What follows belongs to an exercise in optimizing a design on an open flow for small area and a short achievable clock period; a production flow would make more cautious choices.
Function was checked by simulation only, so behaviour that the tests miss may differ from the original.
No activity file was given, so power comes from the tool's default toggle rates.

<file path="flow/flow/run.sh">
#!/bin/bash
# Standard layout, with port buffers of a plain buffer cell, sizing not held to
# the cells' footprints, and a clock tree without dummy loads.
bash standard.sh MATCH_CELL_FOOTPRINT=0 \
  BUFFER_PORTS_ARGS="-buffer_cell sky130_fd_sc_hd__buf_1" \
  CTS_ARGS="-sink_clustering_enable -repair_clock_nets -dont_use_dummy_load -sink_clustering_size 30 -sink_clustering_max_diameter 60" \
  finish > standard.log 2>&1
</file>
<file path="flow/standard.sh">
#!/bin/bash
# synth_recipe.tcl (not shown) runs the flow's synth.tcl, then flattens the netlist and writes it again
# the make line also repeats each setting of config.mk as NAME=value (left out here)
make -C /OpenROAD-flow-scripts/flow DESIGN_CONFIG=/design/flow/config.mk WORK_HOME=/design/flow/orfs CLKGATE_MAP_FILE= SYNTH_SCRIPT=/design/flow/synth_recipe.tcl "${@:-finish}"
</file>
<file path="flow/config.mk">
export PLATFORM = sky130hd
export DESIGN_NAME = mac5
export DESIGN_NICKNAME = mac5
export VERILOG_FILES = /design/flow/design.v
export SDC_FILE = /design/flow/constraint.sdc
export NUM_CORES = 4
export LEC_CHECK = 0
export ABC_CLOCK_PERIOD_IN_PS = 1000
export CAP_MARGIN = 20
export CORE_MARGIN = 2
export CORE_UTILIZATION = 40
export SETUP_SLACK_MARGIN = 4.6
export SLEW_MARGIN = 20
export SYNTH_HIERARCHICAL = 1
export SYNTH_MINIMUM_KEEP_SIZE = 0
export TNS_END_PERCENT = 10
</file>
<file path="flow/constraint.sdc">
create_clock -name core_clock -period 7.0 [get_ports {clk}]
set_input_delay 1.4000 -clock core_clock [delete_from_list [all_inputs] [get_ports {clk}]]
set_output_delay 1.4000 -clock core_clock [all_outputs]
set_load 0.01 [all_outputs]
</file>
<file path="flow/design.v">
module mac5 #(parameter WIDTH=32)
   (input logic [(WIDTH/2)-1:0] a,
    input logic [(WIDTH/2)-1:0] b,
    input logic               clk, reset,
    output logic [WIDTH-1:0]  out);
   logic [15:0] ra;
   logic [7:0] bneg, bone, btwo;
   logic rb15;
   wire [16:0] bx = {b, 1'b0};
   logic f;
   logic q2_0_0;
   logic q2_1_0;
   logic q2_2_0;
   logic q2_3_0;
   logic q2_3_1;
   logic q2_3_2;
   logic q2_4_0;
   logic q2_4_1;
   logic q2_5_0;
   logic q2_5_1;
   logic q2_6_0;
   logic q2_6_1;
   logic q2_7_0;
   logic q2_7_1;
   logic q2_8_0;
   logic q2_8_1;
   logic q2_9_0;
   logic q2_9_1;
   logic q2_10_0;
   logic q2_10_1;
   logic q2_11_0;
   logic q2_11_1;
   logic q2_11_2;
   logic q2_11_3;
   logic q2_12_0;
   logic q2_12_1;
   logic q2_12_2;
   logic q2_13_0;
   logic q2_13_1;
   logic q2_13_2;
   logic q2_14_0;
   logic q2_14_1;
   logic q2_14_2;
   logic q2_15_0;
   logic q2_15_1;
   logic q2_15_2;
   logic q2_16_0;
   logic q2_16_1;
   logic q2_16_2;
   logic q2_16_3;
   logic q2_17_0;
   logic q2_17_1;
   logic q2_17_2;
   logic q2_17_3;
   logic q2_18_0;
   logic q2_18_1;
   logic q2_18_2;
   logic q2_18_3;
   logic q2_19_0;
   logic q2_19_1;
   logic q2_19_2;
   logic q2_19_3;
   logic q2_20_0;
   logic q2_20_1;
   logic q2_20_2;
   logic q2_20_3;
   logic q2_21_0;
   logic q2_21_1;
   logic q2_21_2;
   logic q2_21_3;
   logic q2_22_0;
   logic q2_22_1;
   logic q2_23_0;
   logic q2_23_1;
   logic q2_23_2;
   logic q2_24_0;
   logic q2_24_1;
   logic q2_24_2;
   logic q2_25_0;
   logic q2_25_1;
   logic q2_25_2;
   logic q2_26_0;
   logic q2_26_1;
   logic q2_26_2;
   logic q2_27_0;
   logic q2_27_1;
   logic q2_27_2;
   logic q2_28_0;
   logic q2_29_0;
   logic q2_29_1;
   logic q2_30_0;
   logic q2_30_1;
   logic q2_31_0;
   logic q2_31_1;
   wire p1 = ~(((bone[0] & ra[0])) ^ bneg[0]);
   wire p2 = ~(((bone[0] & ra[1]) | (btwo[0] & ra[0])) ^ bneg[0]);
   wire p3 = ~(((bone[0] & ra[2]) | (btwo[0] & ra[1])) ^ bneg[0]);
   wire p4 = ~(((bone[0] & ra[3]) | (btwo[0] & ra[2])) ^ bneg[0]);
   wire p5 = ~(((bone[0] & ra[4]) | (btwo[0] & ra[3])) ^ bneg[0]);
   wire p6 = ~(((bone[0] & ra[5]) | (btwo[0] & ra[4])) ^ bneg[0]);
   wire p7 = ~(((bone[0] & ra[6]) | (btwo[0] & ra[5])) ^ bneg[0]);
   wire p8 = ~(((bone[0] & ra[7]) | (btwo[0] & ra[6])) ^ bneg[0]);
   wire p9 = ~(((bone[0] & ra[8]) | (btwo[0] & ra[7])) ^ bneg[0]);
   wire p10 = ~(((bone[0] & ra[9]) | (btwo[0] & ra[8])) ^ bneg[0]);
   wire p11 = ~(((bone[0] & ra[10]) | (btwo[0] & ra[9])) ^ bneg[0]);
   wire p12 = ~(((bone[0] & ra[11]) | (btwo[0] & ra[10])) ^ bneg[0]);
   wire p13 = ~(((bone[0] & ra[12]) | (btwo[0] & ra[11])) ^ bneg[0]);
   wire p14 = ~(((bone[0] & ra[13]) | (btwo[0] & ra[12])) ^ bneg[0]);
   wire p15 = ~(((bone[0] & ra[14]) | (btwo[0] & ra[13])) ^ bneg[0]);
   wire p16 = ~(((bone[0] & ra[15]) | (btwo[0] & ra[14])) ^ bneg[0]);
   wire p17 = ~(((btwo[0] & ra[15])) ^ bneg[0]);
   wire p18 = ~bneg[0];
   wire p19 = bneg[0];
   wire p20 = ~(((bone[1] & ra[0])) ^ bneg[1]);
   wire p21 = ~(((bone[1] & ra[1]) | (btwo[1] & ra[0])) ^ bneg[1]);
   wire p22 = ~(((bone[1] & ra[2]) | (btwo[1] & ra[1])) ^ bneg[1]);
   wire p23 = ~(((bone[1] & ra[3]) | (btwo[1] & ra[2])) ^ bneg[1]);
   wire p24 = ~(((bone[1] & ra[4]) | (btwo[1] & ra[3])) ^ bneg[1]);
   wire p25 = ~(((bone[1] & ra[5]) | (btwo[1] & ra[4])) ^ bneg[1]);
   wire p26 = ~(((bone[1] & ra[6]) | (btwo[1] & ra[5])) ^ bneg[1]);
   wire p27 = ~(((bone[1] & ra[7]) | (btwo[1] & ra[6])) ^ bneg[1]);
   wire p28 = ~(((bone[1] & ra[8]) | (btwo[1] & ra[7])) ^ bneg[1]);
   wire p29 = ~(((bone[1] & ra[9]) | (btwo[1] & ra[8])) ^ bneg[1]);
   wire p30 = ~(((bone[1] & ra[10]) | (btwo[1] & ra[9])) ^ bneg[1]);
   wire p31 = ~(((bone[1] & ra[11]) | (btwo[1] & ra[10])) ^ bneg[1]);
   wire p32 = ~(((bone[1] & ra[12]) | (btwo[1] & ra[11])) ^ bneg[1]);
   wire p33 = ~(((bone[1] & ra[13]) | (btwo[1] & ra[12])) ^ bneg[1]);
   wire p34 = ~(((bone[1] & ra[14]) | (btwo[1] & ra[13])) ^ bneg[1]);
   wire p35 = ~(((bone[1] & ra[15]) | (btwo[1] & ra[14])) ^ bneg[1]);
   wire p36 = ~(((btwo[1] & ra[15])) ^ bneg[1]);
   wire p37 = ~bneg[1];
   wire p38 = bneg[1];
   wire p39 = ~(((bone[2] & ra[0])) ^ bneg[2]);
   wire p40 = ~(((bone[2] & ra[1]) | (btwo[2] & ra[0])) ^ bneg[2]);
   wire p41 = ~(((bone[2] & ra[2]) | (btwo[2] & ra[1])) ^ bneg[2]);
   wire p42 = ~(((bone[2] & ra[3]) | (btwo[2] & ra[2])) ^ bneg[2]);
   wire p43 = ~(((bone[2] & ra[4]) | (btwo[2] & ra[3])) ^ bneg[2]);
   wire p44 = ~(((bone[2] & ra[5]) | (btwo[2] & ra[4])) ^ bneg[2]);
   wire p45 = ~(((bone[2] & ra[6]) | (btwo[2] & ra[5])) ^ bneg[2]);
   wire p46 = ~(((bone[2] & ra[7]) | (btwo[2] & ra[6])) ^ bneg[2]);
   wire p47 = ~(((bone[2] & ra[8]) | (btwo[2] & ra[7])) ^ bneg[2]);
   wire p48 = ~(((bone[2] & ra[9]) | (btwo[2] & ra[8])) ^ bneg[2]);
   wire p49 = ~(((bone[2] & ra[10]) | (btwo[2] & ra[9])) ^ bneg[2]);
   wire p50 = ~(((bone[2] & ra[11]) | (btwo[2] & ra[10])) ^ bneg[2]);
   wire p51 = ~(((bone[2] & ra[12]) | (btwo[2] & ra[11])) ^ bneg[2]);
   wire p52 = ~(((bone[2] & ra[13]) | (btwo[2] & ra[12])) ^ bneg[2]);
   wire p53 = ~(((bone[2] & ra[14]) | (btwo[2] & ra[13])) ^ bneg[2]);
   wire p54 = ~(((bone[2] & ra[15]) | (btwo[2] & ra[14])) ^ bneg[2]);
   wire p55 = ~(((btwo[2] & ra[15])) ^ bneg[2]);
   wire p56 = ~bneg[2];
   wire p57 = bneg[2];
   wire p58 = ~(((bone[3] & ra[0])) ^ bneg[3]);
   wire p59 = ~(((bone[3] & ra[1]) | (btwo[3] & ra[0])) ^ bneg[3]);
   wire p60 = ~(((bone[3] & ra[2]) | (btwo[3] & ra[1])) ^ bneg[3]);
   wire p61 = ~(((bone[3] & ra[3]) | (btwo[3] & ra[2])) ^ bneg[3]);
   wire p62 = ~(((bone[3] & ra[4]) | (btwo[3] & ra[3])) ^ bneg[3]);
   wire p63 = ~(((bone[3] & ra[5]) | (btwo[3] & ra[4])) ^ bneg[3]);
   wire p64 = ~(((bone[3] & ra[6]) | (btwo[3] & ra[5])) ^ bneg[3]);
   wire p65 = ~(((bone[3] & ra[7]) | (btwo[3] & ra[6])) ^ bneg[3]);
   wire p66 = ~(((bone[3] & ra[8]) | (btwo[3] & ra[7])) ^ bneg[3]);
   wire p67 = ~(((bone[3] & ra[9]) | (btwo[3] & ra[8])) ^ bneg[3]);
   wire p68 = ~(((bone[3] & ra[10]) | (btwo[3] & ra[9])) ^ bneg[3]);
   wire p69 = ~(((bone[3] & ra[11]) | (btwo[3] & ra[10])) ^ bneg[3]);
   wire p70 = ~(((bone[3] & ra[12]) | (btwo[3] & ra[11])) ^ bneg[3]);
   wire p71 = ~(((bone[3] & ra[13]) | (btwo[3] & ra[12])) ^ bneg[3]);
   wire p72 = ~(((bone[3] & ra[14]) | (btwo[3] & ra[13])) ^ bneg[3]);
   wire p73 = ~(((bone[3] & ra[15]) | (btwo[3] & ra[14])) ^ bneg[3]);
   wire p74 = ~(((btwo[3] & ra[15])) ^ bneg[3]);
   wire p75 = ~bneg[3];
   wire p76 = bneg[3];
   wire p77 = ~(((bone[4] & ra[0])) ^ bneg[4]);
   wire p78 = ~(((bone[4] & ra[1]) | (btwo[4] & ra[0])) ^ bneg[4]);
   wire p79 = ~(((bone[4] & ra[2]) | (btwo[4] & ra[1])) ^ bneg[4]);
   wire p80 = ~(((bone[4] & ra[3]) | (btwo[4] & ra[2])) ^ bneg[4]);
   wire p81 = ~(((bone[4] & ra[4]) | (btwo[4] & ra[3])) ^ bneg[4]);
   wire p82 = ~(((bone[4] & ra[5]) | (btwo[4] & ra[4])) ^ bneg[4]);
   wire p83 = ~(((bone[4] & ra[6]) | (btwo[4] & ra[5])) ^ bneg[4]);
   wire p84 = ~(((bone[4] & ra[7]) | (btwo[4] & ra[6])) ^ bneg[4]);
   wire p85 = ~(((bone[4] & ra[8]) | (btwo[4] & ra[7])) ^ bneg[4]);
   wire p86 = ~(((bone[4] & ra[9]) | (btwo[4] & ra[8])) ^ bneg[4]);
   wire p87 = ~(((bone[4] & ra[10]) | (btwo[4] & ra[9])) ^ bneg[4]);
   wire p88 = ~(((bone[4] & ra[11]) | (btwo[4] & ra[10])) ^ bneg[4]);
   wire p89 = ~(((bone[4] & ra[12]) | (btwo[4] & ra[11])) ^ bneg[4]);
   wire p90 = ~(((bone[4] & ra[13]) | (btwo[4] & ra[12])) ^ bneg[4]);
   wire p91 = ~(((bone[4] & ra[14]) | (btwo[4] & ra[13])) ^ bneg[4]);
   wire p92 = ~(((bone[4] & ra[15]) | (btwo[4] & ra[14])) ^ bneg[4]);
   wire p93 = ~(((btwo[4] & ra[15])) ^ bneg[4]);
   wire p94 = ~bneg[4];
   wire p95 = bneg[4];
   wire p96 = ~(((bone[5] & ra[0])) ^ bneg[5]);
   wire p97 = ~(((bone[5] & ra[1]) | (btwo[5] & ra[0])) ^ bneg[5]);
   wire p98 = ~(((bone[5] & ra[2]) | (btwo[5] & ra[1])) ^ bneg[5]);
   wire p99 = ~(((bone[5] & ra[3]) | (btwo[5] & ra[2])) ^ bneg[5]);
   wire p100 = ~(((bone[5] & ra[4]) | (btwo[5] & ra[3])) ^ bneg[5]);
   wire p101 = ~(((bone[5] & ra[5]) | (btwo[5] & ra[4])) ^ bneg[5]);
   wire p102 = ~(((bone[5] & ra[6]) | (btwo[5] & ra[5])) ^ bneg[5]);
   wire p103 = ~(((bone[5] & ra[7]) | (btwo[5] & ra[6])) ^ bneg[5]);
   wire p104 = ~(((bone[5] & ra[8]) | (btwo[5] & ra[7])) ^ bneg[5]);
   wire p105 = ~(((bone[5] & ra[9]) | (btwo[5] & ra[8])) ^ bneg[5]);
   wire p106 = ~(((bone[5] & ra[10]) | (btwo[5] & ra[9])) ^ bneg[5]);
   wire p107 = ~(((bone[5] & ra[11]) | (btwo[5] & ra[10])) ^ bneg[5]);
   wire p108 = ~(((bone[5] & ra[12]) | (btwo[5] & ra[11])) ^ bneg[5]);
   wire p109 = ~(((bone[5] & ra[13]) | (btwo[5] & ra[12])) ^ bneg[5]);
   wire p110 = ~(((bone[5] & ra[14]) | (btwo[5] & ra[13])) ^ bneg[5]);
   wire p111 = ~(((bone[5] & ra[15]) | (btwo[5] & ra[14])) ^ bneg[5]);
   wire p112 = ~(((btwo[5] & ra[15])) ^ bneg[5]);
   wire p113 = ~bneg[5];
   wire p114 = bneg[5];
   wire p115 = ~(((bone[6] & ra[0])) ^ bneg[6]);
   wire p116 = ~(((bone[6] & ra[1]) | (btwo[6] & ra[0])) ^ bneg[6]);
   wire p117 = ~(((bone[6] & ra[2]) | (btwo[6] & ra[1])) ^ bneg[6]);
   wire p118 = ~(((bone[6] & ra[3]) | (btwo[6] & ra[2])) ^ bneg[6]);
   wire p119 = ~(((bone[6] & ra[4]) | (btwo[6] & ra[3])) ^ bneg[6]);
   wire p120 = ~(((bone[6] & ra[5]) | (btwo[6] & ra[4])) ^ bneg[6]);
   wire p121 = ~(((bone[6] & ra[6]) | (btwo[6] & ra[5])) ^ bneg[6]);
   wire p122 = ~(((bone[6] & ra[7]) | (btwo[6] & ra[6])) ^ bneg[6]);
   wire p123 = ~(((bone[6] & ra[8]) | (btwo[6] & ra[7])) ^ bneg[6]);
   wire p124 = ~(((bone[6] & ra[9]) | (btwo[6] & ra[8])) ^ bneg[6]);
   wire p125 = ~(((bone[6] & ra[10]) | (btwo[6] & ra[9])) ^ bneg[6]);
   wire p126 = ~(((bone[6] & ra[11]) | (btwo[6] & ra[10])) ^ bneg[6]);
   wire p127 = ~(((bone[6] & ra[12]) | (btwo[6] & ra[11])) ^ bneg[6]);
   wire p128 = ~(((bone[6] & ra[13]) | (btwo[6] & ra[12])) ^ bneg[6]);
   wire p129 = ~(((bone[6] & ra[14]) | (btwo[6] & ra[13])) ^ bneg[6]);
   wire p130 = ~(((bone[6] & ra[15]) | (btwo[6] & ra[14])) ^ bneg[6]);
   wire p131 = ~(((btwo[6] & ra[15])) ^ bneg[6]);
   wire p132 = ~bneg[6];
   wire p133 = bneg[6];
   wire p134 = ~(((bone[7] & ra[0])) ^ bneg[7]);
   wire p135 = ~(((bone[7] & ra[1]) | (btwo[7] & ra[0])) ^ bneg[7]);
   wire p136 = ~(((bone[7] & ra[2]) | (btwo[7] & ra[1])) ^ bneg[7]);
   wire p137 = ~(((bone[7] & ra[3]) | (btwo[7] & ra[2])) ^ bneg[7]);
   wire p138 = ~(((bone[7] & ra[4]) | (btwo[7] & ra[3])) ^ bneg[7]);
   wire p139 = ~(((bone[7] & ra[5]) | (btwo[7] & ra[4])) ^ bneg[7]);
   wire p140 = ~(((bone[7] & ra[6]) | (btwo[7] & ra[5])) ^ bneg[7]);
   wire p141 = ~(((bone[7] & ra[7]) | (btwo[7] & ra[6])) ^ bneg[7]);
   wire p142 = ~(((bone[7] & ra[8]) | (btwo[7] & ra[7])) ^ bneg[7]);
   wire p143 = ~(((bone[7] & ra[9]) | (btwo[7] & ra[8])) ^ bneg[7]);
   wire p144 = ~(((bone[7] & ra[10]) | (btwo[7] & ra[9])) ^ bneg[7]);
   wire p145 = ~(((bone[7] & ra[11]) | (btwo[7] & ra[10])) ^ bneg[7]);
   wire p146 = ~(((bone[7] & ra[12]) | (btwo[7] & ra[11])) ^ bneg[7]);
   wire p147 = ~(((bone[7] & ra[13]) | (btwo[7] & ra[12])) ^ bneg[7]);
   wire p148 = ~(((bone[7] & ra[14]) | (btwo[7] & ra[13])) ^ bneg[7]);
   wire p149 = ~(((bone[7] & ra[15]) | (btwo[7] & ra[14])) ^ bneg[7]);
   wire p150 = ~(((btwo[7] & ra[15])) ^ bneg[7]);
   wire p151 = ~bneg[7];
   wire p152 = bneg[7];
   wire p153 = ~(ra[0] & rb15);
   wire p154 = ~(ra[1] & rb15);
   wire p155 = ~(ra[2] & rb15);
   wire p156 = ~(ra[3] & rb15);
   wire p157 = ~(ra[4] & rb15);
   wire p158 = ~(ra[5] & rb15);
   wire p159 = ~(ra[6] & rb15);
   wire p160 = ~(ra[7] & rb15);
   wire p161 = ~(ra[8] & rb15);
   wire p162 = ~(ra[9] & rb15);
   wire p163 = ~(ra[10] & rb15);
   wire p164 = ~(ra[11] & rb15);
   wire p165 = ~(ra[12] & rb15);
   wire p166 = ~(ra[13] & rb15);
   wire p167 = ~(ra[14] & rb15);
   wire p168 = ~(ra[15] & rb15);
   wire p169 = ~(out[0] & f);
   wire p170 = ~(out[1] & f);
   wire p171 = ~(out[2] & f);
   wire p172 = ~(out[3] & f);
   wire p173 = ~(out[4] & f);
   wire p174 = ~(out[5] & f);
   wire p175 = ~(out[6] & f);
   wire p176 = ~(out[7] & f);
   wire p177 = ~(out[8] & f);
   wire p178 = ~(out[9] & f);
   wire p179 = ~(out[10] & f);
   wire p180 = ~(out[11] & f);
   wire p181 = ~(out[12] & f);
   wire p182 = ~(out[13] & f);
   wire p183 = ~(out[14] & f);
   wire p184 = ~(out[15] & f);
   wire p185 = ~(out[16] & f);
   wire p186 = ~(out[17] & f);
   wire p187 = ~(out[18] & f);
   wire p188 = ~(out[19] & f);
   wire p189 = ~(out[20] & f);
   wire p190 = ~(out[21] & f);
   wire p191 = ~(out[22] & f);
   wire p192 = ~(out[23] & f);
   wire p193 = ~(out[24] & f);
   wire p194 = ~(out[25] & f);
   wire p195 = ~(out[26] & f);
   wire p196 = ~(out[27] & f);
   wire p197 = ~(out[28] & f);
   wire p198 = ~(out[29] & f);
   wire p199 = ~(out[30] & f);
   wire p200 = ~(out[31] & f);
   wire p201 = ~p19;
   wire p202 = ~p36;
   wire p203 = ~p55;
   wire p204 = ~p74;
   wire p205 = ~p93;
   wire p206 = ~p112;
   wire p207 = ~p131;
   wire p208 = ~p150;
   wire s209, c210;
   mac5_fa u_s209 (.a(p18), .b(p169), .c(p1), .s(s209), .co(c210));
   wire s211, c212;
   mac5_fa u_s211 (.a(p37), .b(p171), .c(p3), .s(s211), .co(c212));
   wire s213, c214;
   mac5_fa u_s213 (.a(p172), .b(p4), .c(p21), .s(s213), .co(c214));
   wire s215, c216;
   mac5_fa u_s215 (.a(p56), .b(p173), .c(p5), .s(s215), .co(c216));
   wire s217, c218;
   mac5_fa u_s217 (.a(p174), .b(p6), .c(p23), .s(s217), .co(c218));
   wire s219, c220;
   mac5_fa u_s219 (.a(p75), .b(p175), .c(p7), .s(s219), .co(c220));
   wire s221, c222;
   mac5_fa u_s221 (.a(p24), .b(p41), .c(p58), .s(s221), .co(c222));
   wire s223, c224;
   mac5_fa u_s223 (.a(p176), .b(p8), .c(p25), .s(s223), .co(c224));
   wire s225, c226;
   mac5_fa u_s225 (.a(p94), .b(p177), .c(p9), .s(s225), .co(c226));
   wire s227, c228;
   mac5_fa u_s227 (.a(p26), .b(p43), .c(p60), .s(s227), .co(c228));
   wire s229, c230;
   mac5_fa u_s229 (.a(p178), .b(p10), .c(p27), .s(s229), .co(c230));
   wire s231, c232;
   mac5_fa u_s231 (.a(p44), .b(p61), .c(p78), .s(s231), .co(c232));
   wire s233, c234;
   mac5_fa u_s233 (.a(p113), .b(p179), .c(p11), .s(s233), .co(c234));
   wire s235, c236;
   mac5_fa u_s235 (.a(p28), .b(p45), .c(p62), .s(s235), .co(c236));
   wire s237, c238;
   mac5_fa u_s237 (.a(p180), .b(p12), .c(p29), .s(s237), .co(c238));
   wire s239, c240;
   mac5_fa u_s239 (.a(p46), .b(p63), .c(p80), .s(s239), .co(c240));
   wire s241, c242;
   mac5_fa u_s241 (.a(p132), .b(p181), .c(p13), .s(s241), .co(c242));
   wire s243, c244;
   mac5_fa u_s243 (.a(p30), .b(p47), .c(p64), .s(s243), .co(c244));
   wire s245, c246;
   mac5_fa u_s245 (.a(p81), .b(p98), .c(p115), .s(s245), .co(c246));
   wire s247, c248;
   mac5_fa u_s247 (.a(p182), .b(p14), .c(p31), .s(s247), .co(c248));
   wire s249, c250;
   mac5_fa u_s249 (.a(p48), .b(p65), .c(p82), .s(s249), .co(c250));
   wire s251, c252;
   mac5_fa u_s251 (.a(p151), .b(p183), .c(p15), .s(s251), .co(c252));
   wire s253, c254;
   mac5_fa u_s253 (.a(p32), .b(p49), .c(p66), .s(s253), .co(c254));
   wire s255, c256;
   mac5_fa u_s255 (.a(p83), .b(p100), .c(p117), .s(s255), .co(c256));
   wire s257, c258;
   mac5_fa u_s257 (.a(p184), .b(p16), .c(p33), .s(s257), .co(c258));
   wire s259, c260;
   mac5_fa u_s259 (.a(p50), .b(p67), .c(p84), .s(s259), .co(c260));
   wire s261, c262;
   mac5_fa u_s261 (.a(p101), .b(p118), .c(p135), .s(s261), .co(c262));
   wire s263, c264;
   mac5_fa u_s263 (.a(p153), .b(p185), .c(p17), .s(s263), .co(c264));
   wire s265, c266;
   mac5_fa u_s265 (.a(p34), .b(p51), .c(p68), .s(s265), .co(c266));
   wire s267, c268;
   mac5_fa u_s267 (.a(p85), .b(p102), .c(p119), .s(s267), .co(c268));
   wire s269, c270;
   mac5_fa u_s269 (.a(p201), .b(p154), .c(p186), .s(s269), .co(c270));
   wire s271, c272;
   mac5_fa u_s271 (.a(p35), .b(p52), .c(p69), .s(s271), .co(c272));
   wire s273, c274;
   mac5_fa u_s273 (.a(p86), .b(p103), .c(p120), .s(s273), .co(c274));
   wire s275, c276;
   mac5_fa u_s275 (.a(p155), .b(p187), .c(p19), .s(s275), .co(c276));
   wire s277, c278;
   mac5_fa u_s277 (.a(p202), .b(p53), .c(p70), .s(s277), .co(c278));
   wire s279, c280;
   mac5_fa u_s279 (.a(p87), .b(p104), .c(p121), .s(s279), .co(c280));
   wire s281, c282;
   mac5_fa u_s281 (.a(p38), .b(p156), .c(p188), .s(s281), .co(c282));
   wire s283, c284;
   mac5_fa u_s283 (.a(p54), .b(p71), .c(p88), .s(s283), .co(c284));
   wire s285, c286;
   mac5_fa u_s285 (.a(p105), .b(p122), .c(p139), .s(s285), .co(c286));
   wire s287, c288;
   mac5_fa u_s287 (.a(p157), .b(p189), .c(p203), .s(s287), .co(c288));
   wire s289, c290;
   mac5_fa u_s289 (.a(p72), .b(p89), .c(p106), .s(s289), .co(c290));
   wire s291, c292;
   mac5_fa u_s291 (.a(p57), .b(p158), .c(p190), .s(s291), .co(c292));
   wire s293, c294;
   mac5_fa u_s293 (.a(p73), .b(p90), .c(p107), .s(s293), .co(c294));
   wire s295, c296;
   mac5_fa u_s295 (.a(p124), .b(p141), .c(p55), .s(s295), .co(c296));
   wire s297, c298;
   mac5_fa u_s297 (.a(p159), .b(p191), .c(p204), .s(s297), .co(c298));
   wire s299, c300;
   mac5_fa u_s299 (.a(p91), .b(p108), .c(p125), .s(s299), .co(c300));
   wire s301, c302;
   mac5_fa u_s301 (.a(p76), .b(p160), .c(p192), .s(s301), .co(c302));
   wire s303, c304;
   mac5_fa u_s303 (.a(p92), .b(p109), .c(p126), .s(s303), .co(c304));
   wire s305, c306;
   mac5_fa u_s305 (.a(p161), .b(p193), .c(p205), .s(s305), .co(c306));
   wire s307, c308;
   mac5_fa u_s307 (.a(p110), .b(p127), .c(p144), .s(s307), .co(c308));
   wire s309, c310;
   mac5_fa u_s309 (.a(p95), .b(p162), .c(p194), .s(s309), .co(c310));
   wire s311, c312;
   mac5_fa u_s311 (.a(p111), .b(p128), .c(p145), .s(s311), .co(c312));
   wire s313, c314;
   mac5_fa u_s313 (.a(p163), .b(p195), .c(p206), .s(s313), .co(c314));
   wire s315, c316;
   mac5_fa u_s315 (.a(p114), .b(p164), .c(p196), .s(s315), .co(c316));
   wire s317, c318;
   mac5_fa u_s317 (.a(p130), .b(p147), .c(p112), .s(s317), .co(c318));
   wire s319, c320;
   mac5_fa u_s319 (.a(p165), .b(p197), .c(p207), .s(s319), .co(c320));
   wire s321, c322;
   mac5_fa u_s321 (.a(p133), .b(p166), .c(p198), .s(s321), .co(c322));
   wire s323, c324;
   mac5_fa u_s323 (.a(p167), .b(p199), .c(p208), .s(s323), .co(c324));
   wire s325, c326;
   mac5_fa u_s325 (.a(p152), .b(p168), .c(p200), .s(s325), .co(c326));
   wire s327, c328;
   mac5_fa u_s327 (.a(p170), .b(p2), .c(c210), .s(s327), .co(c328));
   wire s329, c330;
   mac5_fa u_s329 (.a(p22), .b(p39), .c(c214), .s(s329), .co(c330));
   wire s331, c332;
   mac5_fa u_s331 (.a(p40), .b(c216), .c(s217), .s(s331), .co(c332));
   wire s333, c334;
   mac5_fa u_s333 (.a(c218), .b(s219), .c(s221), .s(s333), .co(c334));
   wire s335, c336;
   mac5_fa u_s335 (.a(p42), .b(p59), .c(c220), .s(s335), .co(c336));
   wire s337, c338;
   mac5_fa u_s337 (.a(p77), .b(c224), .c(s225), .s(s337), .co(c338));
   wire s339, c340;
   mac5_fa u_s339 (.a(c226), .b(c228), .c(s229), .s(s339), .co(c340));
   wire s341, c342;
   mac5_fa u_s341 (.a(p79), .b(p96), .c(c230), .s(s341), .co(c342));
   wire s343, c344;
   mac5_fa u_s343 (.a(c232), .b(s233), .c(s235), .s(s343), .co(c344));
   wire s345, c346;
   mac5_fa u_s345 (.a(p97), .b(c234), .c(c236), .s(s345), .co(c346));
   wire s347, c348;
   mac5_fa u_s347 (.a(c238), .b(c240), .c(s241), .s(s347), .co(c348));
   wire s349, c350;
   mac5_fa u_s349 (.a(p99), .b(p116), .c(c242), .s(s349), .co(c350));
   wire s351, c352;
   mac5_fa u_s351 (.a(c244), .b(c246), .c(s247), .s(s351), .co(c352));
   wire s353, c354;
   mac5_fa u_s353 (.a(p134), .b(c248), .c(c250), .s(s353), .co(c354));
   wire s355, c356;
   mac5_fa u_s355 (.a(s251), .b(s253), .c(s255), .s(s355), .co(c356));
   wire s357, c358;
   mac5_fa u_s357 (.a(c252), .b(c254), .c(c256), .s(s357), .co(c358));
   wire s359, c360;
   mac5_fa u_s359 (.a(s257), .b(s259), .c(s261), .s(s359), .co(c360));
   wire s361, c362;
   mac5_fa u_s361 (.a(p136), .b(c258), .c(c260), .s(s361), .co(c362));
   wire s363, c364;
   mac5_fa u_s363 (.a(c262), .b(s263), .c(s265), .s(s363), .co(c364));
   wire s365, c366;
   mac5_fa u_s365 (.a(p137), .b(s269), .c(c264), .s(s365), .co(c366));
   wire s367, c368;
   mac5_fa u_s367 (.a(c266), .b(c268), .c(s271), .s(s367), .co(c368));
   wire s369, c370;
   mac5_fa u_s369 (.a(c270), .b(p138), .c(s275), .s(s369), .co(c370));
   wire s371, c372;
   mac5_fa u_s371 (.a(c272), .b(c274), .c(s277), .s(s371), .co(c372));
   wire s373, c374;
   mac5_fa u_s373 (.a(c276), .b(p36), .c(s281), .s(s373), .co(c374));
   wire s375, c376;
   mac5_fa u_s375 (.a(c278), .b(c280), .c(s283), .s(s375), .co(c376));
   wire s377, c378;
   mac5_fa u_s377 (.a(c282), .b(p123), .c(p140), .s(s377), .co(c378));
   wire s379, c380;
   mac5_fa u_s379 (.a(c284), .b(c286), .c(s287), .s(s379), .co(c380));
   wire s381, c382;
   mac5_fa u_s381 (.a(s291), .b(c288), .c(c290), .s(s381), .co(c382));
   wire s383, c384;
   mac5_fa u_s383 (.a(c292), .b(p142), .c(c294), .s(s383), .co(c384));
   wire s385, c386;
   mac5_fa u_s385 (.a(c296), .b(s297), .c(s299), .s(s385), .co(c386));
   wire s387, c388;
   mac5_fa u_s387 (.a(p143), .b(p74), .c(s301), .s(s387), .co(c388));
   wire s389, c390;
   mac5_fa u_s389 (.a(c298), .b(c300), .c(s303), .s(s389), .co(c390));
   wire s391, c392;
   mac5_fa u_s391 (.a(c302), .b(c304), .c(s305), .s(s391), .co(c392));
   wire s393, c394;
   mac5_fa u_s393 (.a(p93), .b(s309), .c(c306), .s(s393), .co(c394));
   wire s395, c396;
   mac5_fa u_s395 (.a(c310), .b(p129), .c(p146), .s(s395), .co(c396));
   wire s397, c398;
   mac5_fa u_s397 (.a(s315), .b(c314), .c(s317), .s(s397), .co(c398));
   wire s399, c400;
   mac5_fa u_s399 (.a(c316), .b(p148), .c(c318), .s(s399), .co(c400));
   wire s401, c402;
   mac5_fa u_s401 (.a(p149), .b(p131), .c(s321), .s(s401), .co(c402));
   wire s403, c404;
   mac5_fa u_s403 (.a(p150), .b(s325), .c(c324), .s(s403), .co(c404));
   wire s405, c406;
   mac5_fa u_s405 (.a(p20), .b(s211), .c(c328), .s(s405), .co(c406));
   wire s407, c408;
   mac5_fa u_s407 (.a(c222), .b(s223), .c(s335), .s(s407), .co(c408));
   wire s409, c410;
   mac5_fa u_s409 (.a(s227), .b(c336), .c(s337), .s(s409), .co(c410));
   wire s411, c412;
   mac5_fa u_s411 (.a(s231), .b(c338), .c(s339), .s(s411), .co(c412));
   wire s413, c414;
   mac5_fa u_s413 (.a(s341), .b(c340), .c(s343), .s(s413), .co(c414));
   wire s415, c416;
   mac5_fa u_s415 (.a(s237), .b(s239), .c(c342), .s(s415), .co(c416));
   wire s417, c418;
   mac5_fa u_s417 (.a(s243), .b(s245), .c(c346), .s(s417), .co(c418));
   wire s419, c420;
   mac5_fa u_s419 (.a(s249), .b(s349), .c(c348), .s(s419), .co(c420));
   wire s421, c422;
   mac5_fa u_s421 (.a(c350), .b(s353), .c(c352), .s(s421), .co(c422));
   wire s423, c424;
   mac5_fa u_s423 (.a(c354), .b(s357), .c(c356), .s(s423), .co(c424));
   wire s425, c426;
   mac5_fa u_s425 (.a(s267), .b(c358), .c(s361), .s(s425), .co(c426));
   wire s427, c428;
   mac5_fa u_s427 (.a(s273), .b(c362), .c(s365), .s(s427), .co(c428));
   wire s429, c430;
   mac5_fa u_s429 (.a(s279), .b(s369), .c(c366), .s(s429), .co(c430));
   wire s431, c432;
   mac5_fa u_s431 (.a(c370), .b(s285), .c(s373), .s(s431), .co(c432));
   wire s433, c434;
   mac5_fa u_s433 (.a(c374), .b(s377), .c(s289), .s(s433), .co(c434));
   wire s435, c436;
   mac5_fa u_s435 (.a(c378), .b(s293), .c(s295), .s(s435), .co(c436));
   wire s437, c438;
   mac5_fa u_s437 (.a(c382), .b(s383), .c(s385), .s(s437), .co(c438));
   wire s439, c440;
   mac5_fa u_s439 (.a(s387), .b(c384), .c(c386), .s(s439), .co(c440));
   wire s441, c442;
   mac5_fa u_s441 (.a(c388), .b(s307), .c(c390), .s(s441), .co(c442));
   wire s443, c444;
   mac5_fa u_s443 (.a(c308), .b(s311), .c(s393), .s(s443), .co(c444));
   wire s445, c446;
   mac5_fa u_s445 (.a(c312), .b(s395), .c(s313), .s(s445), .co(c446));
   wire s447, c448;
   mac5_fa u_s447 (.a(s319), .b(s399), .c(c398), .s(s447), .co(c448));
   wire s449, c450;
   mac5_fa u_s449 (.a(c320), .b(s401), .c(c400), .s(s449), .co(c450));
   wire s451, c452;
   mac5_fa u_s451 (.a(c322), .b(c402), .c(s323), .s(s451), .co(c452));
   wire s453, c454;
   mac5_fa u_s453 (.a(1'b1), .b(q2_11_0), .c(q2_11_1), .s(s453), .co(c454));
   wire s455, c456;
   mac5_fa u_s455 (.a(1'b1), .b(q2_12_0), .c(q2_12_1), .s(s455), .co(c456));
   wire s457, c458;
   mac5_fa u_s457 (.a(1'b1), .b(q2_13_0), .c(q2_13_1), .s(s457), .co(c458));
   wire s459, c460;
   mac5_fa u_s459 (.a(1'b1), .b(q2_14_0), .c(q2_14_1), .s(s459), .co(c460));
   wire s461, c462;
   mac5_fa u_s461 (.a(1'b1), .b(q2_15_0), .c(q2_15_1), .s(s461), .co(c462));
   wire s463, c464;
   mac5_fa u_s463 (.a(q2_16_0), .b(q2_16_1), .c(q2_16_2), .s(s463), .co(c464));
   wire s465, c466;
   mac5_fa u_s465 (.a(q2_17_0), .b(q2_17_1), .c(q2_17_2), .s(s465), .co(c466));
   wire s467, c468;
   mac5_fa u_s467 (.a(q2_18_0), .b(q2_18_1), .c(q2_18_2), .s(s467), .co(c468));
   wire s469, c470;
   mac5_fa u_s469 (.a(q2_19_0), .b(q2_19_1), .c(q2_19_2), .s(s469), .co(c470));
   wire s471, c472;
   mac5_fa u_s471 (.a(q2_20_0), .b(q2_20_1), .c(q2_20_2), .s(s471), .co(c472));
   wire s473, c474;
   mac5_fa u_s473 (.a(q2_21_0), .b(q2_21_1), .c(q2_21_2), .s(s473), .co(c474));
   wire s475, c476;
   mac5_fa u_s475 (.a(1'b1), .b(q2_3_0), .c(q2_3_1), .s(s475), .co(c476));
   wire s477, c478;
   mac5_fa u_s477 (.a(1'b1), .b(q2_4_0), .c(q2_4_1), .s(s477), .co(c478));
   wire s479, c480;
   mac5_fa u_s479 (.a(1'b1), .b(q2_5_0), .c(q2_5_1), .s(s479), .co(c480));
   wire s481, c482;
   mac5_fa u_s481 (.a(1'b1), .b(q2_6_0), .c(q2_6_1), .s(s481), .co(c482));
   wire s483, c484;
   mac5_fa u_s483 (.a(1'b1), .b(q2_7_0), .c(q2_7_1), .s(s483), .co(c484));
   wire s485, c486;
   mac5_fa u_s485 (.a(1'b1), .b(q2_8_0), .c(q2_8_1), .s(s485), .co(c486));
   wire s487, c488;
   mac5_fa u_s487 (.a(1'b1), .b(q2_9_0), .c(q2_9_1), .s(s487), .co(c488));
   wire s489, c490;
   mac5_fa u_s489 (.a(1'b1), .b(q2_10_0), .c(q2_10_1), .s(s489), .co(c490));
   wire s491, c492;
   mac5_fa u_s491 (.a(q2_11_2), .b(q2_11_3), .c(s453), .s(s491), .co(c492));
   wire s493, c494;
   mac5_fa u_s493 (.a(q2_12_2), .b(c454), .c(s455), .s(s493), .co(c494));
   wire s495, c496;
   mac5_fa u_s495 (.a(q2_13_2), .b(c456), .c(s457), .s(s495), .co(c496));
   wire s497, c498;
   mac5_fa u_s497 (.a(q2_14_2), .b(c458), .c(s459), .s(s497), .co(c498));
   wire s499, c500;
   mac5_fa u_s499 (.a(q2_15_2), .b(c460), .c(s461), .s(s499), .co(c500));
   wire s501, c502;
   mac5_fa u_s501 (.a(q2_16_3), .b(c462), .c(s463), .s(s501), .co(c502));
   wire s503, c504;
   mac5_fa u_s503 (.a(q2_17_3), .b(c464), .c(s465), .s(s503), .co(c504));
   wire s505, c506;
   mac5_fa u_s505 (.a(q2_18_3), .b(c466), .c(s467), .s(s505), .co(c506));
   wire s507, c508;
   mac5_fa u_s507 (.a(q2_19_3), .b(c468), .c(s469), .s(s507), .co(c508));
   wire s509, c510;
   mac5_fa u_s509 (.a(q2_20_3), .b(c470), .c(s471), .s(s509), .co(c510));
   wire s511, c512;
   mac5_fa u_s511 (.a(q2_21_3), .b(c472), .c(s473), .s(s511), .co(c512));
   wire s513, c514;
   mac5_fa u_s513 (.a(q2_22_0), .b(q2_22_1), .c(c474), .s(s513), .co(c514));
   wire s515, c516;
   mac5_fa u_s515 (.a(q2_23_0), .b(q2_23_1), .c(q2_23_2), .s(s515), .co(c516));
   wire s517, c518;
   mac5_fa u_s517 (.a(q2_24_0), .b(q2_24_1), .c(q2_24_2), .s(s517), .co(c518));
   wire s519, c520;
   mac5_fa u_s519 (.a(q2_25_0), .b(q2_25_1), .c(q2_25_2), .s(s519), .co(c520));
   wire s521, c522;
   mac5_fa u_s521 (.a(q2_26_0), .b(q2_26_1), .c(q2_26_2), .s(s521), .co(c522));
   wire s523, c524;
   mac5_fa u_s523 (.a(q2_27_0), .b(q2_27_1), .c(q2_27_2), .s(s523), .co(c524));
   wire [31:0] sx = {q2_31_0, q2_30_0, q2_29_0, q2_28_0, s523, s521, s519, s517, s515, s513, s511, s509, s507, s505, s503, s501, s499, s497, s495, s493, s491, s489, s487, s485, s483, s481, s479, s477, s475, q2_2_0, q2_1_0, q2_0_0};
   wire [31:0] sy = {q2_31_1, q2_30_1, q2_29_1, c524, c522, c520, c518, c516, c514, c512, c510, c508, c506, c504, c502, c500, c498, c496, c494, c492, c490, c488, c486, c484, c482, c480, c478, c476, q2_3_2, 1'b1, 1'b1, 1'b1};
   wire [31:0] sp = sx ^ sy, sg = sx & sy;
   wire lG1 = sg[0] | (sp[0] & 1'b1);
   wire lG2 = sg[2] | (sp[2] & sg[1]);
   wire lP2 = sp[2] & sp[1];
   wire lG3 = sg[4] | (sp[4] & sg[3]);
   wire lP3 = sp[4] & sp[3];
   wire lG4 = sg[6] | (sp[6] & sg[5]);
   wire lP4 = sp[6] & sp[5];
   wire lG5 = sg[1] | (sp[1] & lG1);
   wire lG6 = lG2 | (lP2 & lG1);
   wire lG7 = sg[5] | (sp[5] & lG3);
   wire lP7 = sp[5] & lP3;
   wire lG8 = lG4 | (lP4 & lG3);
   wire lP8 = lP4 & lP3;
   wire lG9 = sg[3] | (sp[3] & lG6);
   wire lG10 = lG3 | (lP3 & lG6);
   wire lG11 = lG7 | (lP7 & lG6);
   wire lG12 = lG8 | (lP8 & lG6);
   wire lG13 = sg[7] | (sp[7] & lG12);
   logic q3_lo0;
   logic q3_lo1;
   logic q3_lo2;
   logic q3_lo3;
   logic q3_lo4;
   logic q3_lo5;
   logic q3_lo6;
   logic q3_lo7;
   logic q3_ck;
   logic [31:8] q3_p, q3_g;
   wire hG1 = q3_g[8] | (q3_p[8] & q3_ck);
   wire hG2 = q3_g[10] | (q3_p[10] & q3_g[9]);
   wire hP2 = q3_p[10] & q3_p[9];
   wire hG3 = q3_g[12] | (q3_p[12] & q3_g[11]);
   wire hP3 = q3_p[12] & q3_p[11];
   wire hG4 = q3_g[14] | (q3_p[14] & q3_g[13]);
   wire hP4 = q3_p[14] & q3_p[13];
   wire hG5 = q3_g[16] | (q3_p[16] & q3_g[15]);
   wire hP5 = q3_p[16] & q3_p[15];
   wire hG6 = q3_g[18] | (q3_p[18] & q3_g[17]);
   wire hP6 = q3_p[18] & q3_p[17];
   wire hG7 = q3_g[20] | (q3_p[20] & q3_g[19]);
   wire hP7 = q3_p[20] & q3_p[19];
   wire hG8 = q3_g[22] | (q3_p[22] & q3_g[21]);
   wire hP8 = q3_p[22] & q3_p[21];
   wire hG9 = q3_g[24] | (q3_p[24] & q3_g[23]);
   wire hP9 = q3_p[24] & q3_p[23];
   wire hG10 = q3_g[26] | (q3_p[26] & q3_g[25]);
   wire hP10 = q3_p[26] & q3_p[25];
   wire hG11 = q3_g[28] | (q3_p[28] & q3_g[27]);
   wire hP11 = q3_p[28] & q3_p[27];
   wire hG12 = q3_g[30] | (q3_p[30] & q3_g[29]);
   wire hP12 = q3_p[30] & q3_p[29];
   wire hG13 = q3_g[9] | (q3_p[9] & hG1);
   wire hG14 = hG2 | (hP2 & hG1);
   wire hG15 = q3_g[13] | (q3_p[13] & hG3);
   wire hP15 = q3_p[13] & hP3;
   wire hG16 = hG4 | (hP4 & hG3);
   wire hP16 = hP4 & hP3;
   wire hG17 = q3_g[17] | (q3_p[17] & hG5);
   wire hP17 = q3_p[17] & hP5;
   wire hG18 = hG6 | (hP6 & hG5);
   wire hP18 = hP6 & hP5;
   wire hG19 = q3_g[21] | (q3_p[21] & hG7);
   wire hP19 = q3_p[21] & hP7;
   wire hG20 = hG8 | (hP8 & hG7);
   wire hP20 = hP8 & hP7;
   wire hG21 = q3_g[25] | (q3_p[25] & hG9);
   wire hP21 = q3_p[25] & hP9;
   wire hG22 = hG10 | (hP10 & hG9);
   wire hP22 = hP10 & hP9;
   wire hG23 = q3_g[29] | (q3_p[29] & hG11);
   wire hP23 = q3_p[29] & hP11;
   wire hG24 = hG12 | (hP12 & hG11);
   wire hP24 = hP12 & hP11;
   wire hG25 = q3_g[11] | (q3_p[11] & hG14);
   wire hG26 = hG3 | (hP3 & hG14);
   wire hG27 = hG15 | (hP15 & hG14);
   wire hG28 = hG16 | (hP16 & hG14);
   wire hG29 = q3_g[19] | (q3_p[19] & hG18);
   wire hP29 = q3_p[19] & hP18;
   wire hG30 = hG7 | (hP7 & hG18);
   wire hP30 = hP7 & hP18;
   wire hG31 = hG19 | (hP19 & hG18);
   wire hP31 = hP19 & hP18;
   wire hG32 = hG20 | (hP20 & hG18);
   wire hP32 = hP20 & hP18;
   wire hG33 = q3_g[27] | (q3_p[27] & hG22);
   wire hP33 = q3_p[27] & hP22;
   wire hG34 = hG11 | (hP11 & hG22);
   wire hP34 = hP11 & hP22;
   wire hG35 = hG23 | (hP23 & hG22);
   wire hP35 = hP23 & hP22;
   wire hG36 = hG24 | (hP24 & hG22);
   wire hP36 = hP24 & hP22;
   wire hG37 = q3_g[15] | (q3_p[15] & hG28);
   wire hG38 = hG5 | (hP5 & hG28);
   wire hG39 = hG17 | (hP17 & hG28);
   wire hG40 = hG18 | (hP18 & hG28);
   wire hG41 = hG29 | (hP29 & hG28);
   wire hG42 = hG30 | (hP30 & hG28);
   wire hG43 = hG31 | (hP31 & hG28);
   wire hG44 = hG32 | (hP32 & hG28);
   wire hG45 = q3_g[31] | (q3_p[31] & hG36);
   wire hP45 = q3_p[31] & hP36;
   wire hG46 = q3_g[23] | (q3_p[23] & hG44);
   wire hG47 = hG9 | (hP9 & hG44);
   wire hG48 = hG21 | (hP21 & hG44);
   wire hG49 = hG22 | (hP22 & hG44);
   wire hG50 = hG33 | (hP33 & hG44);
   wire hG51 = hG34 | (hP34 & hG44);
   wire hG52 = hG35 | (hP35 & hG44);
   wire hG53 = hG36 | (hP36 & hG44);
   wire hG54 = hG45 | (hP45 & hG44);
   wire [31:0] nsum = {~(q3_p[31] ^ hG53), ~(q3_p[30] ^ hG52), ~(q3_p[29] ^ hG51), ~(q3_p[28] ^ hG50), ~(q3_p[27] ^ hG49), ~(q3_p[26] ^ hG48), ~(q3_p[25] ^ hG47), ~(q3_p[24] ^ hG46), ~(q3_p[23] ^ hG44), ~(q3_p[22] ^ hG43), ~(q3_p[21] ^ hG42), ~(q3_p[20] ^ hG41), ~(q3_p[19] ^ hG40), ~(q3_p[18] ^ hG39), ~(q3_p[17] ^ hG38), ~(q3_p[16] ^ hG37), ~(q3_p[15] ^ hG28), ~(q3_p[14] ^ hG27), ~(q3_p[13] ^ hG26), ~(q3_p[12] ^ hG25), ~(q3_p[11] ^ hG14), ~(q3_p[10] ^ hG13), ~(q3_p[9] ^ hG1), ~(q3_p[8] ^ q3_ck), q3_lo7, q3_lo6, q3_lo5, q3_lo4, q3_lo3, q3_lo2, q3_lo1, q3_lo0};
   always @(posedge clk) begin
      q3_lo0 <= ~(sp[0] ^ 1'b1);
      q3_lo1 <= ~(sp[1] ^ lG1);
      q3_lo2 <= ~(sp[2] ^ lG5);
      q3_lo3 <= ~(sp[3] ^ lG6);
      q3_lo4 <= ~(sp[4] ^ lG9);
      q3_lo5 <= ~(sp[5] ^ lG10);
      q3_lo6 <= ~(sp[6] ^ lG11);
      q3_lo7 <= ~(sp[7] ^ lG12);
      q3_ck <= lG13;
      q3_p <= sp[31:8];
      q3_g <= sg[31:8];
   end
   always @(posedge clk or negedge reset)
     if (!reset) f <= 1'b0;
     else f <= 1'b1;
   always @(posedge clk) begin
      ra <= a;
      bneg[0] <= bx[2];
      bone[0] <= bx[1] ^ bx[0];
      btwo[0] <= (bx[2] & ~bx[1] & ~bx[0]) | (~bx[2] & bx[1] & bx[0]);
      bneg[1] <= bx[4];
      bone[1] <= bx[3] ^ bx[2];
      btwo[1] <= (bx[4] & ~bx[3] & ~bx[2]) | (~bx[4] & bx[3] & bx[2]);
      bneg[2] <= bx[6];
      bone[2] <= bx[5] ^ bx[4];
      btwo[2] <= (bx[6] & ~bx[5] & ~bx[4]) | (~bx[6] & bx[5] & bx[4]);
      bneg[3] <= bx[8];
      bone[3] <= bx[7] ^ bx[6];
      btwo[3] <= (bx[8] & ~bx[7] & ~bx[6]) | (~bx[8] & bx[7] & bx[6]);
      bneg[4] <= bx[10];
      bone[4] <= bx[9] ^ bx[8];
      btwo[4] <= (bx[10] & ~bx[9] & ~bx[8]) | (~bx[10] & bx[9] & bx[8]);
      bneg[5] <= bx[12];
      bone[5] <= bx[11] ^ bx[10];
      btwo[5] <= (bx[12] & ~bx[11] & ~bx[10]) | (~bx[12] & bx[11] & bx[10]);
      bneg[6] <= bx[14];
      bone[6] <= bx[13] ^ bx[12];
      btwo[6] <= (bx[14] & ~bx[13] & ~bx[12]) | (~bx[14] & bx[13] & bx[12]);
      bneg[7] <= bx[16];
      bone[7] <= bx[15] ^ bx[14];
      btwo[7] <= (bx[16] & ~bx[15] & ~bx[14]) | (~bx[16] & bx[15] & bx[14]);
      rb15 <= b[15];
      q2_0_0 <= s209;
      q2_1_0 <= s327;
      q2_2_0 <= s405;
      q2_3_0 <= c212;
      q2_3_1 <= s213;
      q2_3_2 <= c406;
      q2_4_0 <= s215;
      q2_4_1 <= s329;
      q2_5_0 <= c330;
      q2_5_1 <= s331;
      q2_6_0 <= c332;
      q2_6_1 <= s333;
      q2_7_0 <= s407;
      q2_7_1 <= c334;
      q2_8_0 <= s409;
      q2_8_1 <= c408;
      q2_9_0 <= s411;
      q2_9_1 <= c410;
      q2_10_0 <= s413;
      q2_10_1 <= c412;
      q2_11_0 <= s415;
      q2_11_1 <= s345;
      q2_11_2 <= c344;
      q2_11_3 <= c414;
      q2_12_0 <= s417;
      q2_12_1 <= s347;
      q2_12_2 <= c416;
      q2_13_0 <= s419;
      q2_13_1 <= s351;
      q2_13_2 <= c418;
      q2_14_0 <= s421;
      q2_14_1 <= s355;
      q2_14_2 <= c420;
      q2_15_0 <= s423;
      q2_15_1 <= s359;
      q2_15_2 <= c422;
      q2_16_0 <= s425;
      q2_16_1 <= c360;
      q2_16_2 <= s363;
      q2_16_3 <= c424;
      q2_17_0 <= s427;
      q2_17_1 <= c364;
      q2_17_2 <= s367;
      q2_17_3 <= c426;
      q2_18_0 <= s429;
      q2_18_1 <= c368;
      q2_18_2 <= s371;
      q2_18_3 <= c428;
      q2_19_0 <= s431;
      q2_19_1 <= c372;
      q2_19_2 <= s375;
      q2_19_3 <= c430;
      q2_20_0 <= s433;
      q2_20_1 <= c376;
      q2_20_2 <= s379;
      q2_20_3 <= c432;
      q2_21_0 <= s435;
      q2_21_1 <= s381;
      q2_21_2 <= c380;
      q2_21_3 <= c434;
      q2_22_0 <= s437;
      q2_22_1 <= c436;
      q2_23_0 <= s439;
      q2_23_1 <= s389;
      q2_23_2 <= c438;
      q2_24_0 <= s441;
      q2_24_1 <= s391;
      q2_24_2 <= c440;
      q2_25_0 <= s443;
      q2_25_1 <= c392;
      q2_25_2 <= c442;
      q2_26_0 <= s445;
      q2_26_1 <= c394;
      q2_26_2 <= c444;
      q2_27_0 <= c396;
      q2_27_1 <= s397;
      q2_27_2 <= c446;
      q2_28_0 <= s447;
      q2_29_0 <= s449;
      q2_29_1 <= c448;
      q2_30_0 <= s451;
      q2_30_1 <= c450;
      q2_31_0 <= s403;
      q2_31_1 <= c452;
      out <= nsum;
   end
endmodule
module mac5_fa (input logic a, b, c, output logic s, co);
   assign s = a ^ b ^ c;
   assign co = (a & b) | (a & c) | (b & c);
endmodule
</file>
==> results_dict.tcl, run 1 <==
set metrics [dict create \
    outcome "timing/DRC/antenna clean" \
    nets 1236 \
    io_buffers 65 \
    worst_setup_path_end_kind "output pin" \
    avgSynthCellArea_um2 11.91 \
    finalSetupTns_ns 0 \
    crit_type "flop to output pin" \
    min_path_type "flop to flop" \
    cp_cell_sequence "buf_1" \
    fin_crit_sh 0.3452 \
    crit_required_ns 5.60 \
    finalMaxSlewViolations 0 \
    grt_pass1_wl_um 40570 \
    cpPeakStageDelay_ns 0.35 \
    ctsRootBufferMaster "clkbuf_16" \
    synth_cell_types 47 \
    grt_usage 0.1694 \
    cts_sinks 213 \
    regArea_um2 4417 \
    cts_buffers 19 \
    dieHeight_um 173.6 \
    place_congestion 0.8454 \
    setup_viol 0 \
    area_growth_pct 12.53 \
    rr_worst_depth 5 \
    worstHoldPathCells 0 \
    placed_cell_area_um2 12000 \
    diodes 0 \
    dr.pass1.iters 5 \
    design_area_um2 12950 \
    drive_gt1_frac 0.1389 \
    hold_buffers 0 \
    async_reset_ff_frac 0.004695 \
    clk_pin_slew_ns 0.08 \
    start_util 0.4030 \
    worst_clock_skew_ns 0.06542 \
    crit_family "flip-flops" \
    peakVddDrop_v 0.0001716 \
    fmax_mhz 413.8 \
    rsz0062_at_grt "true" \
    multi_input_area_um2 6959 \
    drt_iter0_drc 552 \
    power_w 0.005422 \
    maxCapViolations 0 \
    cp.arrival_ns 1.02 \
    drt_wl_total_um 25360 \
    synthCells 966 \
    crit_fanout 2 \
    die_w_um 173.6 \
    path_buf_inv 1 \
    holdWs_ns 0.3104 \
    grt.overflow.total 0 \
    io_pins 66 \
    leakage_nw 4.916 \
    ant_nets 0 \
    yosys_warnings 7 \
    tritoncts "done" \
    drt-vias-per-instance 5.091 \
    cp-start-kind "flop" \
    worstSkewPairLatency_ns 0.51 \
    grt_pass1_vias 7333 \
    p_per_area_nw_per_um2 418.8 \
    synth-edff-count 0 \
    num_rows 62 \
    finalHoldViolCount 0 \
    coreArea_um2 28550 \
    dp_hpwl_um 18160 \
    yosysSeqAreaShare 0.3711 \
    cts-htree-levels 1 \
    cp_num_cells 1 \
    syn_area_um2 11500 \
    grt_max_degree 33 \
    die-area_um2 30140 \
    wl_per_cell_um 18.22 \
    cp_slowest_cell "dfxtp_1" \
    fillers 2718 \
    via_count 7087 \
    ys.flop_type "dfxtp_1" \
    clock_path_buffers 3 \
    fin_crit_ns 2.417 \
    ys_ff_latch 213 \
    antenna_found_initial 0 \
    drc 0 \
]
-- sequential cells by signal (all words and copies together) (netlist names), 8 cells and up --
register,cells
bneg,8
bone,8
btwo,8
out,32
q3_g,23
q3_p,24
ra,16
-- layout by cell type, fill, tap and decap left out, drive strengths merged, types with 7 or more instances in the layout --
cell / Yosys / layout
dfxtp: 212 / 212
fa: 159 / 159
xnor2: 143 / 143
a22oi: 120 / 120
buf: 9 / 72
nand2: 69 / 69
clkbuf: 68 / 34
ha: 33 / 33
inv: 29 / 29
xor2: 18 / 18
nor2: 14 / 14
conb: 1 / 14
nand2b: 13 / 13
o21ai: 12 / 12
a21oi: 11 / 11
nand3b: 7 / 7
-- Yosys cell counts (2+ instances only) --
cell      count  area share
o211ai_1      4      0.0026
nor2b_1       3      0.0016
o21ai_1       2     0.00087
fa_1        159        0.28
clkbuf_1     68       0.022
nand3_1       3      0.0013
a22oi_1     120       0.078
nor4b_1       2      0.0015
a21oi_1      11      0.0048
nand3b_1      7      0.0046
or2_2         3      0.0016
xor2_1       18       0.014
nand2_1      69       0.023
ha_1         33       0.036
o21a_1        3      0.0020
buf_1         8      0.0026
nor3_1        4      0.0017
a21o_1        4      0.0026
o21ai_0       9      0.0039
nor2_1       14      0.0046
inv_1        21      0.0069
a311oi_1      3      0.0023
nand2b_1     13      0.0071
inv_2         8      0.0026
dfxtp_1     212        0.37
and3_1        2      0.0011
xnor2_1     143        0.11
-- modules after synthesis, one instance, submodules excluded --
module / flip-flops and latches / cells inside / area, um2
mac5: 213 / 808 / 8342
mac5_fa: 0 / 1 / 20.02
-- power breakdown --
part           switching [W]  total (W)  leakage (nW)  internal (W)
logic                0.00119    0.00231          2.87       0.00112
registers           0.000390    0.00222          1.81       0.00183
clock network       0.000410   0.000887         0.234      0.000477
-- what timing repair did --
item	4_1_cts	5_1_grt
endpoints found under the setup margin	85	51
gates resized for setup	122	23
setup buffers	3	18
-- metrics by stage --
stage / setup slack, ns / instances / util
after global routing: 4.527 / 1392 / 0.4535
final: 4.583 / 1392 / 0.4535
after CTS: 4.573 / 1374 / 0.4453
after detailed placement: 3.963 / 1352 / 0.4203
after floorplan: 4.568 / 979 / -
after global placement: 4.042 / 1352 / 0.4203
-- routing by layer --
layer,wire length [um],global-route usage,share of wire
met1,11800,0.2457,0.47
met2,11370,0.2658,0.45
met3,1762,0.03224,0.069
met4,423,0.03571,0.017
met5,0,0,0
-- cell families after synthesis --
family          count (synthesis)  share of synthesized area
compound gates                166                     0.1060
xor+xnor                      161                     0.1226
fa+ha+maj                     192                     0.3126
buf+inv                       106                    0.03469
flops                         213                     0.3711
mux                             2                   0.001849
other cells                     1                  0.0003260
simple gates                  125                    0.05090
-- final timing paths --
| check | startpoint | end | slack (ns) |
|---|---|---|---|
| setup reg to reg | ra[4]$_DFF_P_ | q2_10_0$_DFF_P_ | 4.61 |
| max in group asynchronous | reset | f$_DFF_PN0_ | 6.25 |
| setup / recovery | out[9]$_DFF_P_ | out[9] | 4.58 |
| min in group asynchronous | reset | f$_DFF_PN0_ | 0.65 |
| hold reg to reg | q3_lo3$_DFF_P_ | out[3]$_DFF_P_ | 0.31 |
| hold / removal | q3_lo3$_DFF_P_ | out[3]$_DFF_P_ | 0.31 |
-- area by class of cell --
cell class	instances	area share
clock buffers	19	0.03673
inverters	29	0.01092
multi-input cells	660	0.5375
flip-flops and latches	213	0.3412
well taps	384	0.03711
repair buffers	87	0.03653
==> inputs of run 2 (changes only) <==
==> flow/config.mk (replaced) <==
export PLATFORM = sky130hd
export DESIGN_NAME = mac5
export DESIGN_NICKNAME = mac5
export VERILOG_FILES = /design/flow/design.v
export SDC_FILE = /design/flow/constraint.sdc
export NUM_CORES = 4
export LEC_CHECK = 0
export ABC_CLOCK_PERIOD_IN_PS = 1000
export CAP_MARGIN = 10
export CORE_MARGIN = 2
export CORE_UTILIZATION = 40
export SETUP_SLACK_MARGIN = 4.5
export SLEW_MARGIN = 10
export SYNTH_HIERARCHICAL = 1
export SYNTH_MINIMUM_KEEP_SIZE = 0
export TNS_END_PERCENT = 5
==> run 2 against run 1 <==
Net effect:
- critical path depth grew 4
- sequential share of layout area grew 0.55 points
- highest routed layer unchanged
- largest cell class unchanged
- via count shrank 0.73%
- utilization shrank 1.1 points
- critical path type is now flop to flop
- largest power group unchanged
==> results_dict.tcl, run 2 <==
set metrics [dict create \
    synth.area.top_cells "dfxtp_1 (37%), fa_1 (28%), xnor2_1 (11%)" \
    synth_cell_types 47 \
    finalSetupTns_ns 0 \
    r2r-start "btwo[3]$_DFF_P_" \
    grt_pass1_wl_um 41320 \
    ys_ff_latch 213 \
    coreArea_um2 28550 \
    largest_register_ffs 32 \
    async_reset_ff_frac 0.004695 \
    diodes 0 \
    yosys_warnings 7 \
    fin_crit_ns 2.473 \
    grt_pass1_vias 7508 \
    p_per_area_nw_per_um2 424.6 \
    drt-vias-per-instance 5.128 \
    worst_pin_slew_ns 0.5683 \
    top_regs "out: 32 flops, q3_p: 24 flops, q3_g: 23 flops" \
    worstHoldStart "q3_lo0$_DFF_P_" \
    crit_type "flop to flop" \
    crit_path_frequent_cell "fa_1" \
    worst_clock_skew_ns 0.04452 \
    crit_fanout 16 \
    cp_cell_sequence "nand2_1, xnor2_1, fa_1, fa_1, fa_1" \
    regArea_um2 4380 \
    rsz0062_at_grt "true" \
    drc 0 \
    cts-htree-levels 1 \
    grt_max_degree 33 \
    synth_top_area_share 0.3689 \
    cp-start-kind "flop" \
    ys_top_cells_by_count "dfxtp_1 (212), fa_1 (159), xnor2_1 (143), a22oi_1 (120), nand2_1 (69)" \
    design_area_um2 12640 \
    yosysSeqAreaShare 0.3711 \
    dieHeight_um 173.6 \
    fin_crit_sh 0.3532 \
    finalMaxSlewViolations 0 \
    layout_commonest_cell "dfxtp_1" \
    maxCapViolations 0 \
    yosys.cell_count.top_type "dfxtp_1" \
    drive_gt1_frac 0.07794 \
    ant_nets 0 \
    drt_wl_total_um 25650 \
    path_buf_inv 0 \
    antenna_found_initial 0 \
    ctsRootBufferMaster "clkbuf_16" \
    min_path_type "flop to flop" \
    synth-edff-count 0 \
    worstSkewPairLatency_ns 0.51 \
    leakage_nw 4.736 \
    placed_cell_area_um2 12000 \
    ys.flop_type "dfxtp_1" \
    worst_setup_path_end_kind "flop" \
    via_count 7035 \
    finalNonFillerCells 1372 \
    tritoncts "done" \
    place_congestion 0.8663 \
    drt_iter0_drc 608 \
    wl_per_cell_um 18.69 \
    final_cell_mix "dfxtp_1 (177), fa_1 (159), xnor2_1 (141)" \
    dr.pass1.iters 6 \
    io_pins 66 \
    synthCells 966 \
    finalHoldViolCount 0 \
    outcome "timing/DRC/antenna clean" \
    crit_family "adder cells" \
    setup_viol 0 \
    avgSynthCellArea_um2 11.91 \
    top_layer "met4" \
    fillers 2710 \
    cts_buffers 19 \
    rrSetupSlack_ns 4.53 \
    start_util 0.4030 \
    clock_path_buffers 3 \
    nets 1216 \
    cts_sinks 213 \
    r2r_end "q2_22_0$_DFF_P_" \
    worstHoldPathCells 0 \
    crit_required_ns 7.36 \
    wl_met2_um 11820 \
    hold_buffers 0 \
    die-area_um2 30140 \
    cp_slowest_cell "dfxtp_2" \
    postCtsSetupRepairBufs 0 \
    io_buffers 65 \
    fmax_mhz 404.4 \
    clk_pin_slew_ns 0.07 \
    peakVddDrop_v 0.0002093 \
    grt_usage 0.1748 \
    met1Wirelength_um 10860 \
    holdPathEnd "out[0]$_DFF_P_" \
    regMostFlops "out" \
    slew_headroom 0.6194 \
    rr_worst_depth 5 \
    area_growth_pct 9.832 \
    num_rows 62 \
    grt.overflow.total 0 \
    cp.arrival_ns 2.83 \
    wl_met3_um 1646 \
    dp_hpwl_um 18060 \
    die_w_um 173.6 \
    synth_top_cell_by_area "dfxtp_1" \
    placedCellCount 1353 \
    holdWs_ns 0.3256 \
    cpPeakStageDelay_ns 0.55 \
    multi_input_area_um2 6904 \
    syn_area_um2 11500 \
]
## run 2: cell types whose count changed in the layout (fill, tap and decap cells not counted), sizes merged
cell / change
buf: -5
clkbuf: -15
## run 2: worst register-to-register path, cell delays in order, from the launching register on
cell     delay [ns]
dfxtp_2        0.55
nand2_1        0.12
xnor2_1        0.24
fa_1           0.50
fa_1           0.54
fa_1           0.41
## run 2: timing repair
item / in CTS / in global routing
hold endpoints to repair: 0 / 0
gates resized for setup: 52 / 33
setup endpoints to repair: 56 / 19
## run 2: logic make-up after synthesis
family,Yosys count,share of synthesized area
compound gates,166,0.1060
flops,213,0.3711
xor+xnor,161,0.1226
mux,2,0.001849
simple gates,125,0.05090
buf+inv,106,0.03469
fa+ha+maj,192,0.3126
other cells,1,0.0003260
## run 2: per-module statistics from Yosys, one instance, submodules excluded
module / cells inside / cell area, um2 / flip-flops and latches / copies in the design
mac5_fa: 1 / 20.02 / 0 / 158
mac5: 808 / 8342 / 213 / 1
## run 2: how the worst max path moves through the flow
stage | startpoint | to | cells past startpoint
after detailed placement | bneg[7]$_DFF_P_ | q2_22_0$_DFF_P_ | 5
after global routing | bone[3]$_DFF_P_ | q2_15_0$_DFF_P_ | 5
after global placement | bneg[7]$_DFF_P_ | q2_22_0$_DFF_P_ | 5
after CTS | ra[12]$_DFF_P_ | q2_15_0$_DFF_P_ | 5
after floorplan | bneg[7]$_DFF_P_ | q2_22_0$_DFF_P_ | 7
final | btwo[3]$_DFF_P_ | q2_22_0$_DFF_P_ | 5
## run 2: metrics by stage
| stage | setup slack [ns] | total power (W) | util |
|---|---|---|---|
| after floorplan | 4.499 | 0.003803 | - |
| after global placement | 3.943 | 0.004467 | 0.4205 |
| after detailed placement | 3.875 | 0.004546 | 0.4205 |
| after CTS | 4.457 | 0.005470 | 0.4396 |
| after global routing | 4.451 | 0.005943 | 0.4426 |
| final | 4.527 | 0.005366 | 0.4426 |
## run 2: per-layer routing
metal / GRT usage / up-vias
met5: 0 / -
met4: 0.07878 / 0
met3: 0.02149 / 58
met2: 0.2800 / 278
met1: 0.2392 / 3499
li1: - / 3200
## run 2: power breakdown
part           internal [W]  switching, W
Sequential          0.00183      0.000385
Combinational       0.00109       0.00118
Clock              0.000477      0.000412
## run 2: layout make-up
| type | instances | share of cell area |
|---|---|---|
| tap | 384 | 0.03802 |
| clock buffer | 19 | 0.03763 |
| multi-input combinational | 660 | 0.5464 |
| inverter | 29 | 0.01020 |
| timing repair buffer | 67 | 0.02109 |
| sequential | 213 | 0.3467 |

==> re-timing with driven ports <==
The results above use ideal ports. As a check the final layouts listed here were re-extracted and re-timed, cells and wires unchanged.
Step 1, drivers: a clkbuf_16 drives clk and a buf_2 each remaining input, both assumed.
Step 2 adds t to the input delays and takes it off the output delays; t is the mean of the earliest and latest rising clock arrival at the registers after step 1. Input paths then give back, and output paths get back, about the clock's delay inside the block.
a / b / c = ideal / step 1 / step 2; a / b = the first two.
run	t (ns)	setup WS [ns]	hold slack, ns	worst register clock-pin slew, ns
run 1	0.532	4.583 / 4.535 / 4.611	0.310 / 0.310 / 0.310	0.09 / 0.09
run 2	0.536	4.527 / 4.508 / 4.527	0.326 / 0.326 / 0.326	0.09 / 0.09
After both steps setup and hold are still met in every run listed.
